This is an optimization exercise on Yosys and OpenROAD, whose aim is small area and a short achievable clock period, not a production implementation.

==> 10-24 <==
==> flow/design.v (excerpt) <==
module lane_hough(clk, reset, in_xy_valid, in_new_pixel, in_x_nms, in_y_nms, in_end_one_row,
                  out_rho_vote, out_phi_vote, out_vote_valid);
input clk, reset;
input [7:0] in_new_pixel;
input [8:0] in_x_nms;
input [7:0] in_y_nms;
input in_xy_valid;
input in_end_one_row;
output [5:0] out_rho_vote;
output [6:0] out_phi_vote;
output out_vote_valid;
integer i;
reg [8:0] xd [1:11];
reg [7:0] yd [1:13];
reg [12:1] vd;
reg [11:1] ed;
always @(posedge clk) begin
    xd[1] <= in_x_nms;
    for (i = 2; i <= 11; i = i + 1) xd[i] <= xd[i-1];
    yd[1] <= in_y_nms;
    for (i = 2; i <= 13; i = i + 1) yd[i] <= yd[i-1];
    vd <= {vd[11:1], in_xy_valid};
    ed <= {ed[10:1], in_end_one_row};
end
reg [7:0] c1 [0:131];
always @(posedge clk) begin
    c1[0] <= in_new_pixel;
    for (i = 1; i <= 131; i = i + 1) c1[i] <= c1[i-1];
end
reg [7:0] pl_a5, pl_a6, pl_g5;
always @(posedge clk) begin
    pl_a5 <= ((c1[131] >> 4) + (c1[129] >> 4)) + ((c1[3] >> 4) + (c1[1] >> 4));
    pl_a6 <= ((c1[130] >> 3) + (c1[67] >> 3)) + ((c1[65] >> 3) + (c1[2] >> 3));
    pl_g5 <= (c1[66] >> 2);
end
wire [7:0] gf = pl_a5 + pl_g5 + pl_a6;
reg [7:0] c2 [1:132];
always @(posedge clk) begin
    c2[1] <= gf;
    for (i = 2; i <= 132; i = i + 1) c2[i] <= c2[i-1];
end
wire [7:0] g1 = c2[132], g2 = c2[131], g3 = c2[130];
wire [7:0] g4 = c2[68],  g5 = c2[67],  g6 = c2[66];
  ...
==> flow/config.mk <==
export PLATFORM = sky130hd
export DESIGN_NAME = lane_hough
export DESIGN_NICKNAME = lane_hough
export VERILOG_FILES = /design/flow/design.v
export SDC_FILE = /design/flow/constraint.sdc
export NUM_CORES = 4
export LEC_CHECK = 0
export ABC_CLOCK_PERIOD_IN_PS = 2700
export CAP_MARGIN = 20
export CORE_MARGIN = 2
export CORE_UTILIZATION = 40
export SETUP_SLACK_MARGIN = 4.3
export SLEW_MARGIN = 20
==> flow/constraint.sdc <==
create_clock -name core_clock -period 7.0 [get_ports {clk}]
set_input_delay 1.4000 -clock core_clock [delete_from_list [all_inputs] [get_ports {clk}]]
set_output_delay 1.4000 -clock core_clock [all_outputs]
set_load 0.01 [all_outputs]
run.sh (not shown) runs the stock make flow with config.mk's settings and CLKGATE_MAP_FILE= SYNTH_SCRIPT=/design/flow/synth_recipe.tcl, a recipe that flattens the netlist after the stock synthesis.
==> 03-14: changes against 10-24 <==
--- a/flow/design.v
+++ b/flow/design.v
@@ -31,30 +31,32 @@
 reg [7:0] pl_a5, pl_a6, pl_g5;
 always @(posedge clk) begin
     pl_a5 <= ((c1[131] >> 4) + (c1[129] >> 4)) + ((c1[3] >> 4) + (c1[1] >> 4));
     pl_a6 <= ((c1[130] >> 3) + (c1[67] >> 3)) + ((c1[65] >> 3) + (c1[2] >> 3));
     pl_g5 <= (c1[66] >> 2);
 end
 wire [7:0] gf = pl_a5 + pl_g5 + pl_a6;
-reg [7:0] c2 [1:132];
+reg [7:0] c2 [1:131];
 always @(posedge clk) begin
     c2[1] <= gf;
-    for (i = 2; i <= 132; i = i + 1) c2[i] <= c2[i-1];
+    for (i = 2; i <= 131; i = i + 1) c2[i] <= c2[i-1];
+end
+wire [7:0] g5 = c2[67], g6 = c2[66];
+reg [9:0] vr0, vr1, vr2, sbot, stop;
+always @(posedge clk) begin
+    vr0 <= {2'b0, c2[129]} + {2'b0, c2[1]} + {1'b0, c2[65], 1'b0};
+    vr1 <= vr0;
+    vr2 <= vr1;
+    sbot <= {2'b0, c2[3]} + {2'b0, c2[1]} + {1'b0, c2[2], 1'b0};
+    stop <= {2'b0, c2[131]} + {2'b0, c2[129]} + {1'b0, c2[130], 1'b0};
 end
-wire [7:0] g1 = c2[132], g2 = c2[131], g3 = c2[130];
-wire [7:0] g4 = c2[68],  g5 = c2[67],  g6 = c2[66];
-wire [7:0] g7 = c2[4],   g8 = c2[3],   g9 = c2[2];
-wire [9:0] gxp = {2'b0, g3} + {2'b0, g9} + {1'b0, g6, 1'b0};
-wire [9:0] gxn = {2'b0, g1} + {2'b0, g7} + {1'b0, g4, 1'b0};
-wire [9:0] gyp = {2'b0, g7} + {2'b0, g9} + {1'b0, g8, 1'b0};
-wire [9:0] gyn = {2'b0, g1} + {2'b0, g3} + {1'b0, g2, 1'b0};
 reg [9:0] gx, gy;
 always @(posedge clk) begin
-    gx <= gxp - gxn;
-    gy <= gyp - gyn;
+    gx <= vr0 - vr2;
+    gy <= sbot - stop;
 end
 wire sx = gx[9], sy = gy[9];
 wire [7:0] d56 = g5 - g6;
 reg [11:1] le_d, ge_d;
 always @(posedge clk) begin
     le_d <= {le_d[10:1], (d56 == 8'd0) | d56[7]};
     ge_d <= {ge_d[10:1], ~d56[7]};
@@ -146,20 +148,20 @@
 wire [9:0] g5_sub_g4 = cd_x1 - nms_gadd_g4;
 always @(posedge clk) begin
     nms_gadd_g4 <= cd_x1;
     nms_gadd_sign_g54 <= (g5_sub_g4 == 10'd0) | g5_sub_g4[9];
     g456 <= {g456[5:1], g5_sub_g4[9] & ~nms_gadd_sign_g54};
 end
 wire nms_all = g456[6] & nms_ckgphi_g456;
-reg [6:0] phiavg_1, phiavg_2;
+reg [6:0] phiavg_1, phiavg_q;
 always @(posedge clk) begin
     phiavg_1 <= cd_phi8;
-    phiavg_2 <= phiavg_1;
+    phiavg_q <= (cd_phi8 >> 1) + (phiavg_1 >> 2);
 end
-wire [6:0] phiavg_3 = (cd_phi8 >> 2) + (phiavg_1 >> 1) + (phiavg_2 >> 2);
+wire [6:0] phiavg_3 = (cd_phi8 >> 2) + phiavg_q;
 wire [8:0] x_nms11 = xd[11];
 wire lp_edge_rise = nms_all & rf_flag_rise_all;
 wire lp_edge_fall = nms_all & rf_flag_fall_all;
 reg lp_flag_rised, lp_valid2;
 reg [8:0] lp_x, lp_x_mid;
 reg [6:0] lp_phi, lp_phi_mid;
 wire lp_valid1 = lp_flag_rised & lp_edge_fall;
@@ -208,25 +210,28 @@
     lifo_x <= rw_same ? lp_x_mid : fifo_x[cnt_m1];
     lifo_y <= rw_same ? yd[13] : fifo_y[cnt_m1];
     lifo_phi <= rw_same ? lp_phi_mid : fifo_phi[cnt_m1];
 end
 reg [2:0] ht_denta_x;
 reg [3:0] ht_denta_phi;
 reg ht_free;
-wire phi_eq_10 = (ht_denta_phi == 4'd10);
-wire done_loop_xphi = (ht_denta_x == 3'd4) & phi_eq_10;
+reg phi_eq_10;         
+reg done_loop_xphi;    
 wire load_new_point = (ht_free | done_loop_xphi) & ~lifo_empty;
+wire ht_clr = load_new_point | reset;
 assign lifo_re = load_new_point;
 always @(posedge clk) begin
     if ((done_loop_xphi & lifo_empty) | reset) ht_free <= 1'b1;
     else if (load_new_point) ht_free <= 1'b0;
-    if (load_new_point | reset) ht_denta_x <= 3'd0;
+    if (ht_clr) ht_denta_x <= 3'd0;
     else ht_denta_x <= ht_denta_x + {2'b0, phi_eq_10};
-    if (load_new_point | phi_eq_10 | reset) ht_denta_phi <= 4'd0;
+    if (ht_clr | phi_eq_10) ht_denta_phi <= 4'd0;
     else ht_denta_phi <= ht_denta_phi + 4'd1;
+    phi_eq_10 <= ~ht_clr & (ht_denta_phi == 4'd9);
+    done_loop_xphi <= ~ht_clr & (ht_denta_phi == 4'd9) & (ht_denta_x == 3'd4);
 end
 reg [8:0] ht_x_tmp;
 reg [6:0] ht_phi_tmp;
 reg [7:0] ht_y1, ht_y2, ht_y3;
 always @(posedge clk) begin
     if (load_new_point) begin
         ht_x_tmp <= lifo_x - 9'd2;
@@ -411,30 +416,33 @@
     endcase
 end
 reg [9:0] ht_sin, ht_cos;
 always @(posedge clk) begin
     ht_sin <= sin_nx;
     ht_cos <= cos_nx;
 end
+wire [12:0] m1_a = ht_cos * ht_x_loop_1[2:0];
+wire [12:0] m2_a = ht_sin * ht_y3[2:0];
 reg [9:0] m1_lo, m2_lo;
-reg [13:0] m1_hi, m2_hi;
+reg [12:0] m1_md, m1_hi, m2_md;
+reg [11:0] m2_hi;
 reg [7:0] m1_h, m2_h;
 reg [5:0] ht_rho;
-wire [14:0] m1_lo_full = ht_cos * ht_x_loop_1[4:0];
-wire [13:0] m2_lo_full = ht_sin * ht_y3[3:0];
-wire [13:0] m1_sum = {4'd0, m1_lo} + m1_hi;
-wire [13:0] m2_sum = {4'd0, m2_lo} + m2_hi;
+wire [16:0] m1_sum = {7'd0, m1_lo} + {4'd0, m1_md} + {1'b0, m1_hi, 3'd0};
+wire [15:0] m2_sum = {6'd0, m2_lo} + {3'd0, m2_md} + {1'b0, m2_hi, 3'd0};
 wire [7:0] rho_sum = m1_h + m2_h;
 always @(posedge clk) begin
-    m1_lo <= m1_lo_full[14:5];
-    m1_hi <= ht_cos * ht_x_loop_1[8:5];
-    m2_lo <= m2_lo_full[13:4];
-    m2_hi <= ht_sin * ht_y3[7:4];
-    m1_h <= m1_sum[12:5];
-    m2_h <= m2_sum[13:6];
+    m1_lo <= m1_a[12:3];
+    m1_md <= ht_cos * ht_x_loop_1[5:3];
+    m1_hi <= ht_cos * ht_x_loop_1[8:6];
+    m2_lo <= m2_a[12:3];
+    m2_md <= ht_sin * ht_y3[5:3];
+    m2_hi <= ht_sin * ht_y3[7:6];
+    m1_h <= m1_sum[14:7];
+    m2_h <= m2_sum[14:7];
     ht_rho <= {1'b0, rho_sum[7:3]};
 end
 reg [5:1] ht_valid;
 always @(posedge clk) ht_valid <= {ht_valid[4:1], ~ht_free};
 assign out_rho_vote = ht_rho;
 assign out_phi_vote = ht_phi4;
 assign out_vote_valid = ht_valid[5];
==> flow/config.mk (replaced) <==
export PLATFORM = sky130hd
export DESIGN_NAME = lane_hough
export DESIGN_NICKNAME = lane_hough
export VERILOG_FILES = /design/flow/design.v
export SDC_FILE = /design/flow/constraint.sdc
export NUM_CORES = 4
export LEC_CHECK = 0
export CAP_MARGIN = 20
export CORE_MARGIN = 2
export CORE_UTILIZATION = 40
export SETUP_SLACK_MARGIN = 4.3
export SLEW_MARGIN = 20
==> 01-05: changes against 10-24 <==
--- a/flow/design.v
+++ b/flow/design.v
@@ -31,30 +31,32 @@
 reg [7:0] pl_a5, pl_a6, pl_g5;
 always @(posedge clk) begin
     pl_a5 <= ((c1[131] >> 4) + (c1[129] >> 4)) + ((c1[3] >> 4) + (c1[1] >> 4));
     pl_a6 <= ((c1[130] >> 3) + (c1[67] >> 3)) + ((c1[65] >> 3) + (c1[2] >> 3));
     pl_g5 <= (c1[66] >> 2);
 end
 wire [7:0] gf = pl_a5 + pl_g5 + pl_a6;
-reg [7:0] c2 [1:132];
+reg [7:0] c2 [1:131];
 always @(posedge clk) begin
     c2[1] <= gf;
-    for (i = 2; i <= 132; i = i + 1) c2[i] <= c2[i-1];
+    for (i = 2; i <= 131; i = i + 1) c2[i] <= c2[i-1];
+end
+wire [7:0] g5 = c2[67], g6 = c2[66];
+reg [9:0] vr0, vr1, vr2, sbot, stop;
+always @(posedge clk) begin
+    vr0 <= {2'b0, c2[129]} + {2'b0, c2[1]} + {1'b0, c2[65], 1'b0};
+    vr1 <= vr0;
+    vr2 <= vr1;
+    sbot <= {2'b0, c2[3]} + {2'b0, c2[1]} + {1'b0, c2[2], 1'b0};
+    stop <= {2'b0, c2[131]} + {2'b0, c2[129]} + {1'b0, c2[130], 1'b0};
 end
-wire [7:0] g1 = c2[132], g2 = c2[131], g3 = c2[130];
-wire [7:0] g4 = c2[68],  g5 = c2[67],  g6 = c2[66];
-wire [7:0] g7 = c2[4],   g8 = c2[3],   g9 = c2[2];
-wire [9:0] gxp = {2'b0, g3} + {2'b0, g9} + {1'b0, g6, 1'b0};
-wire [9:0] gxn = {2'b0, g1} + {2'b0, g7} + {1'b0, g4, 1'b0};
-wire [9:0] gyp = {2'b0, g7} + {2'b0, g9} + {1'b0, g8, 1'b0};
-wire [9:0] gyn = {2'b0, g1} + {2'b0, g3} + {1'b0, g2, 1'b0};
 reg [9:0] gx, gy;
 always @(posedge clk) begin
-    gx <= gxp - gxn;
-    gy <= gyp - gyn;
+    gx <= vr0 - vr2;
+    gy <= sbot - stop;
 end
 wire sx = gx[9], sy = gy[9];
 wire [7:0] d56 = g5 - g6;
 reg [11:1] le_d, ge_d;
 always @(posedge clk) begin
     le_d <= {le_d[10:1], (d56 == 8'd0) | d56[7]};
     ge_d <= {ge_d[10:1], ~d56[7]};
@@ -146,95 +148,98 @@
 wire [9:0] g5_sub_g4 = cd_x1 - nms_gadd_g4;
 always @(posedge clk) begin
     nms_gadd_g4 <= cd_x1;
     nms_gadd_sign_g54 <= (g5_sub_g4 == 10'd0) | g5_sub_g4[9];
     g456 <= {g456[5:1], g5_sub_g4[9] & ~nms_gadd_sign_g54};
 end
 wire nms_all = g456[6] & nms_ckgphi_g456;
-reg [6:0] phiavg_1, phiavg_2;
+reg [6:0] phiavg_1, phiavg_q;
 always @(posedge clk) begin
     phiavg_1 <= cd_phi8;
-    phiavg_2 <= phiavg_1;
+    phiavg_q <= (cd_phi8 >> 1) + (phiavg_1 >> 2);
 end
-wire [6:0] phiavg_3 = (cd_phi8 >> 2) + (phiavg_1 >> 1) + (phiavg_2 >> 2);
+wire [6:0] phiavg_3 = (cd_phi8 >> 2) + phiavg_q;
 wire [8:0] x_nms11 = xd[11];
 wire lp_edge_rise = nms_all & rf_flag_rise_all;
 wire lp_edge_fall = nms_all & rf_flag_fall_all;
 reg lp_flag_rised, lp_valid2;
-reg [8:0] lp_x, lp_x_mid;
-reg [6:0] lp_phi, lp_phi_mid;
+reg [8:0] lp_x;
+reg [6:0] lp_phi_h;       
+reg [8:0] lp_x_mid_m2;    
+reg [6:0] lp_phi_mid_m5;  
 wire lp_valid1 = lp_flag_rised & lp_edge_fall;
 wire [8:0] lp_denta_x = x_nms11 - lp_x;
 wire lp_check_width = (lp_denta_x > 9'd5) & (lp_denta_x < 9'd50);
 always @(posedge clk) begin
     if (lp_edge_rise) begin
         lp_x <= x_nms11;
-        lp_phi <= phiavg_3;
+        lp_phi_h <= (phiavg_3 >> 1) - 7'd5;
     end
     lp_flag_rised <= lp_edge_rise ? 1'b1 : (lp_edge_fall | ed[11]) ? 1'b0 : lp_flag_rised;
     lp_valid2 <= lp_valid1 & vd[12] & lp_check_width;
-    lp_x_mid <= (lp_x >> 1) + (x_nms11 >> 1);
-    lp_phi_mid <= (lp_phi >> 1) + (phiavg_3 >> 1);
+    lp_x_mid_m2 <= (lp_x >> 1) + (x_nms11 >> 1) - 9'd2;
+    lp_phi_mid_m5 <= lp_phi_h + (phiavg_3 >> 1);
 end
 reg [8:0] fifo_x [0:15];
 reg [6:0] fifo_phi [0:15];
 reg [7:0] fifo_y [0:15];
 reg [4:0] cnt;
 reg lifo_empty;
-reg [8:0] lifo_x;
-reg [6:0] lifo_phi;
-reg [7:0] lifo_y;
+reg [3:0] lifo_rp;     
 wire lifo_re;
 wire lifo_we = lp_valid2;
 wire full_int = (cnt == 5'd16);
 wire empty_int = (cnt == 5'd0);
 wire we_real = lifo_we & ~lifo_re & ~full_int;
+wire we_mem = lifo_we & ~full_int;
 wire re_real = ~lifo_we & lifo_re & ~empty_int;
-wire rw_same = lifo_we & lifo_re;
-wire [3:0] cnt_m1 = cnt[3:0] - 4'd1;
 always @(posedge clk) begin
     if (reset) cnt <= 5'd0;
     else if (we_real) cnt <= cnt + 5'd1;
     else if (re_real) cnt <= cnt - 5'd1;
 end
 always @(posedge clk) begin
-    if (we_real) begin
-        fifo_x[cnt[3:0]] <= lp_x_mid;
-        fifo_phi[cnt[3:0]] <= lp_phi_mid;
+    if (we_mem) begin
+        fifo_x[cnt[3:0]] <= lp_x_mid_m2;
+        fifo_phi[cnt[3:0]] <= lp_phi_mid_m5;
         fifo_y[cnt[3:0]] <= yd[13];
     end
 end
 always @(posedge clk) begin
     lifo_empty <= empty_int;
-    lifo_x <= rw_same ? lp_x_mid : fifo_x[cnt_m1];
-    lifo_y <= rw_same ? yd[13] : fifo_y[cnt_m1];
-    lifo_phi <= rw_same ? lp_phi_mid : fifo_phi[cnt_m1];
+    lifo_rp <= cnt[3:0] - 4'd1;
 end
+wire [8:0] lifo_x = fifo_x[lifo_rp];
+wire [6:0] lifo_phi = fifo_phi[lifo_rp];
+wire [7:0] lifo_y = fifo_y[lifo_rp];
 reg [2:0] ht_denta_x;
 reg [3:0] ht_denta_phi;
 reg ht_free;
-wire phi_eq_10 = (ht_denta_phi == 4'd10);
-wire done_loop_xphi = (ht_denta_x == 3'd4) & phi_eq_10;
+reg phi_eq_10;         
+reg done_loop_xphi;    
 wire load_new_point = (ht_free | done_loop_xphi) & ~lifo_empty;
+wire ht_clr = load_new_point | reset;
 assign lifo_re = load_new_point;
 always @(posedge clk) begin
     if ((done_loop_xphi & lifo_empty) | reset) ht_free <= 1'b1;
     else if (load_new_point) ht_free <= 1'b0;
-    if (load_new_point | reset) ht_denta_x <= 3'd0;
+    if (ht_clr) ht_denta_x <= 3'd0;
     else ht_denta_x <= ht_denta_x + {2'b0, phi_eq_10};
-    if (load_new_point | phi_eq_10 | reset) ht_denta_phi <= 4'd0;
+    if (ht_clr | phi_eq_10) ht_denta_phi <= 4'd0;
     else ht_denta_phi <= ht_denta_phi + 4'd1;
+    phi_eq_10 <= ~ht_clr & (ht_denta_phi == 4'd9);
+    done_loop_xphi <= ~ht_clr & (ht_denta_phi == 4'd9) & (ht_denta_x == 3'd4);
 end
 reg [8:0] ht_x_tmp;
 reg [6:0] ht_phi_tmp;
 reg [7:0] ht_y1, ht_y2, ht_y3;
 always @(posedge clk) begin
     if (load_new_point) begin
-        ht_x_tmp <= lifo_x - 9'd2;
-        ht_phi_tmp <= lifo_phi - 7'd5;
+        ht_x_tmp <= lifo_x;
+        ht_phi_tmp <= lifo_phi;
         ht_y1 <= lifo_y;
     end
 end
 reg [6:0] ht_phi_loop, ht_phi1, ht_phi2, ht_phi3, ht_phi4;
 reg [8:0] ht_x_loop, ht_x_loop_1;
 always @(posedge clk) begin
     ht_phi_loop <= ht_phi_tmp + {3'b0, ht_denta_phi};
@@ -411,29 +416,63 @@
     endcase
 end
 reg [9:0] ht_sin, ht_cos;
 always @(posedge clk) begin
     ht_sin <= sin_nx;
     ht_cos <= cos_nx;
 end
-reg [9:0] m1_lo, m2_lo;
-reg [13:0] m1_hi, m2_hi;
+reg [10:0] ht_x3;
+reg [9:0] ht_y3x;
+always @(posedge clk) begin
+    ht_x3 <= {2'b0, ht_x_loop} + {1'b0, ht_x_loop, 1'b0};
+    ht_y3x <= {2'b0, ht_y2} + {1'b0, ht_y2, 1'b0};
+end
+function [10:0] sel_x;
+    input [1:0] d; input [8:0] v; input [10:0] v3;
+    case (d)
+    2'd0: sel_x = 11'd0;
+    2'd1: sel_x = {2'b0, v};
+    2'd2: sel_x = {1'b0, v, 1'b0};
+    default: sel_x = v3;
+    endcase
+endfunction
+function [9:0] sel_y;
+    input [1:0] d; input [7:0] v; input [9:0] v3;
+    case (d)
+    2'd0: sel_y = 10'd0;
+    2'd1: sel_y = {2'b0, v};
+    2'd2: sel_y = {1'b0, v, 1'b0};
+    default: sel_y = v3;
+    endcase
+endfunction
+wire [12:0] m1_a = {2'b0, sel_x(ht_cos[1:0], ht_x_loop_1, ht_x3)} + {sel_x(ht_cos[3:2], ht_x_loop_1, ht_x3), 2'b0};
+wire [12:0] m1_b = {2'b0, sel_x(ht_cos[5:4], ht_x_loop_1, ht_x3)} + {sel_x(ht_cos[7:6], ht_x_loop_1, ht_x3), 2'b0};
+wire [10:0] m1_c = sel_x(ht_cos[9:8], ht_x_loop_1, ht_x3);
+wire [11:0] m2_a = {2'b0, sel_y(ht_sin[1:0], ht_y3, ht_y3x)} + {sel_y(ht_sin[3:2], ht_y3, ht_y3x), 2'b0};
+wire [11:0] m2_b = {2'b0, sel_y(ht_sin[5:4], ht_y3, ht_y3x)} + {sel_y(ht_sin[7:6], ht_y3, ht_y3x), 2'b0};
+wire [9:0] m2_c = sel_y(ht_sin[9:8], ht_y3, ht_y3x);
+reg [8:0] m1_lo;
+reg [12:0] m1_md;
+reg [10:0] m1_hi;
+reg [7:0] m2_lo;
+reg [11:0] m2_md;
+reg [9:0] m2_hi;
 reg [7:0] m1_h, m2_h;
 reg [5:0] ht_rho;
-wire [14:0] m1_lo_full = ht_cos * ht_x_loop_1[4:0];
-wire [13:0] m2_lo_full = ht_sin * ht_y3[3:0];
-wire [13:0] m1_sum = {4'd0, m1_lo} + m1_hi;
-wire [13:0] m2_sum = {4'd0, m2_lo} + m2_hi;
+wire [14:0] m1_sum = {6'd0, m1_lo} + {2'd0, m1_md} + {m1_hi, 4'd0};
+wire [13:0] m2_sum = {6'd0, m2_lo} + {2'd0, m2_md} + {m2_hi, 4'd0};
 wire [7:0] rho_sum = m1_h + m2_h;
 always @(posedge clk) begin
-    m1_lo <= m1_lo_full[14:5];
-    m1_hi <= ht_cos * ht_x_loop_1[8:5];
-    m2_lo <= m2_lo_full[13:4];
-    m2_hi <= ht_sin * ht_y3[7:4];
-    m1_h <= m1_sum[12:5];
+    m1_lo <= m1_a[12:4];
+    m1_md <= m1_b;
+    m1_hi <= m1_c;
+    m2_lo <= m2_a[11:4];
+    m2_md <= m2_b;
+    m2_hi <= m2_c;
+    m1_h <= m1_sum[13:6];
     m2_h <= m2_sum[13:6];
     ht_rho <= {1'b0, rho_sum[7:3]};
 end
 reg [5:1] ht_valid;
 always @(posedge clk) ht_valid <= {ht_valid[4:1], ~ht_free};
 assign out_rho_vote = ht_rho;
 assign out_phi_vote = ht_phi4;
==> flow/config.mk (replaced) <==
export PLATFORM = sky130hd
export DESIGN_NAME = lane_hough
export DESIGN_NICKNAME = lane_hough
export VERILOG_FILES = /design/flow/design.v
export SDC_FILE = /design/flow/constraint.sdc
export NUM_CORES = 4
export LEC_CHECK = 0
export CAP_MARGIN = 20
export CORE_MARGIN = 2
export CORE_UTILIZATION = 65
export CTS_CLUSTER_DIAMETER = 60
export CTS_CLUSTER_SIZE = 36
export PLACE_DENSITY = 0.75
export SETUP_SLACK_MARGIN = 4.45
export SLEW_MARGIN = 20
==> flow_metrics.tcl <==
set metrics [dict create \
    outcome "no timing/DRC/antenna violations" \
    area_share_nonclk_buffers 0.0132 \
    comb_cell_power_uw 7940 \
    seq_power_uw 19900 \
    synth_edf_count 423 \
    n_tap_cell 2805 \
    drtIter0Drc 1979 \
    wl_met2_mm 58.2 \
    grt_pass1_wl_mm 212 \
    regArea_mm2 0.0626 \
    final.fill_count 18251 \
    grt_pass1_vias 40491 \
    reg2reg_depth 15 \
    inv_count 300 \
]
the above is filed under 03-14

==> flow_metrics.tcl <==
set metrics [dict create \
    seq_power_uw 19400 \
    synth_edf_count 423 \
    outcome "no timing/DRC/antenna violations" \
    grt_pass1_wl_mm 212 \
    area_share_nonclk_buffers 0.0201 \
    wl_met2_mm 59.3 \
    drtIter0Drc 2185 \
    inv_count 373 \
    reg2reg_depth 14 \
    n_tap_cell 2688 \
    final.fill_count 17372 \
    layout.cells.most_common_list "2353 x dfxtp_1, 423 x edfxtp_1, 340 x inv_1, 302 x ha_1, 302 x clkbuf_16" \
]
the above is filed under 10-24

==> flow_metrics.tcl <==
set metrics [dict create \
    outcome "no timing/DRC/antenna violations" \
    area_share_nonclk_buffers 0.0153 \
    final.fill_count 7785 \
    pg_clk_uw 9630 \
    n_tap_cell 1662 \
    grt_pass1_vias 38478 \
    grt_pass1_wl_mm 206 \
    seq_power_uw 19800 \
    wl_met2_mm 62.5 \
    synth_edf_count 424 \
    synthAdderAreaFrac 0.0743 \
    cts_tree "done" \
    inv_count 258 \
]
the above is filed under 01-05

Function was not checked in any run of this note: the RTL went through the layout flow alone.

afterwards: timing with drivers on the ports:
In the flow no input, the clock included, has a driving cell. The finished layouts below were timed again as built, in two steps.
Step 1 assumes that a clkbuf_16 drives the clock port and a buf_2 every other input.
Step 2 moves the port delays by t, midway between the first and last clock arrival at a register: inputs arrive t later, outputs are due t later. That takes back most of the time a late clock gives input paths.
Three values: ideal ports, drivers, drivers and shift; two values: the first two.
run | t (ns) | setup WS [ns] | worst setup path at the end | clock arrival spread, ns
10-24 | 0.953 | 3.587 / 3.587 / 3.587 | register to register | 0.112 / 0.112
03-14 | 0.946 | 4.279 / 4.242 / 4.031 | input to register | 0.127 / 0.126
01-05 | 0.853 | 4.241 / 4.241 / 4.078 | input to register | 0.068 / 0.068
After both steps every run listed still meets setup and hold. The setup slack of 03-14, which loses most, moves by -0.037 ns with the drivers and by -0.248 ns with both steps.
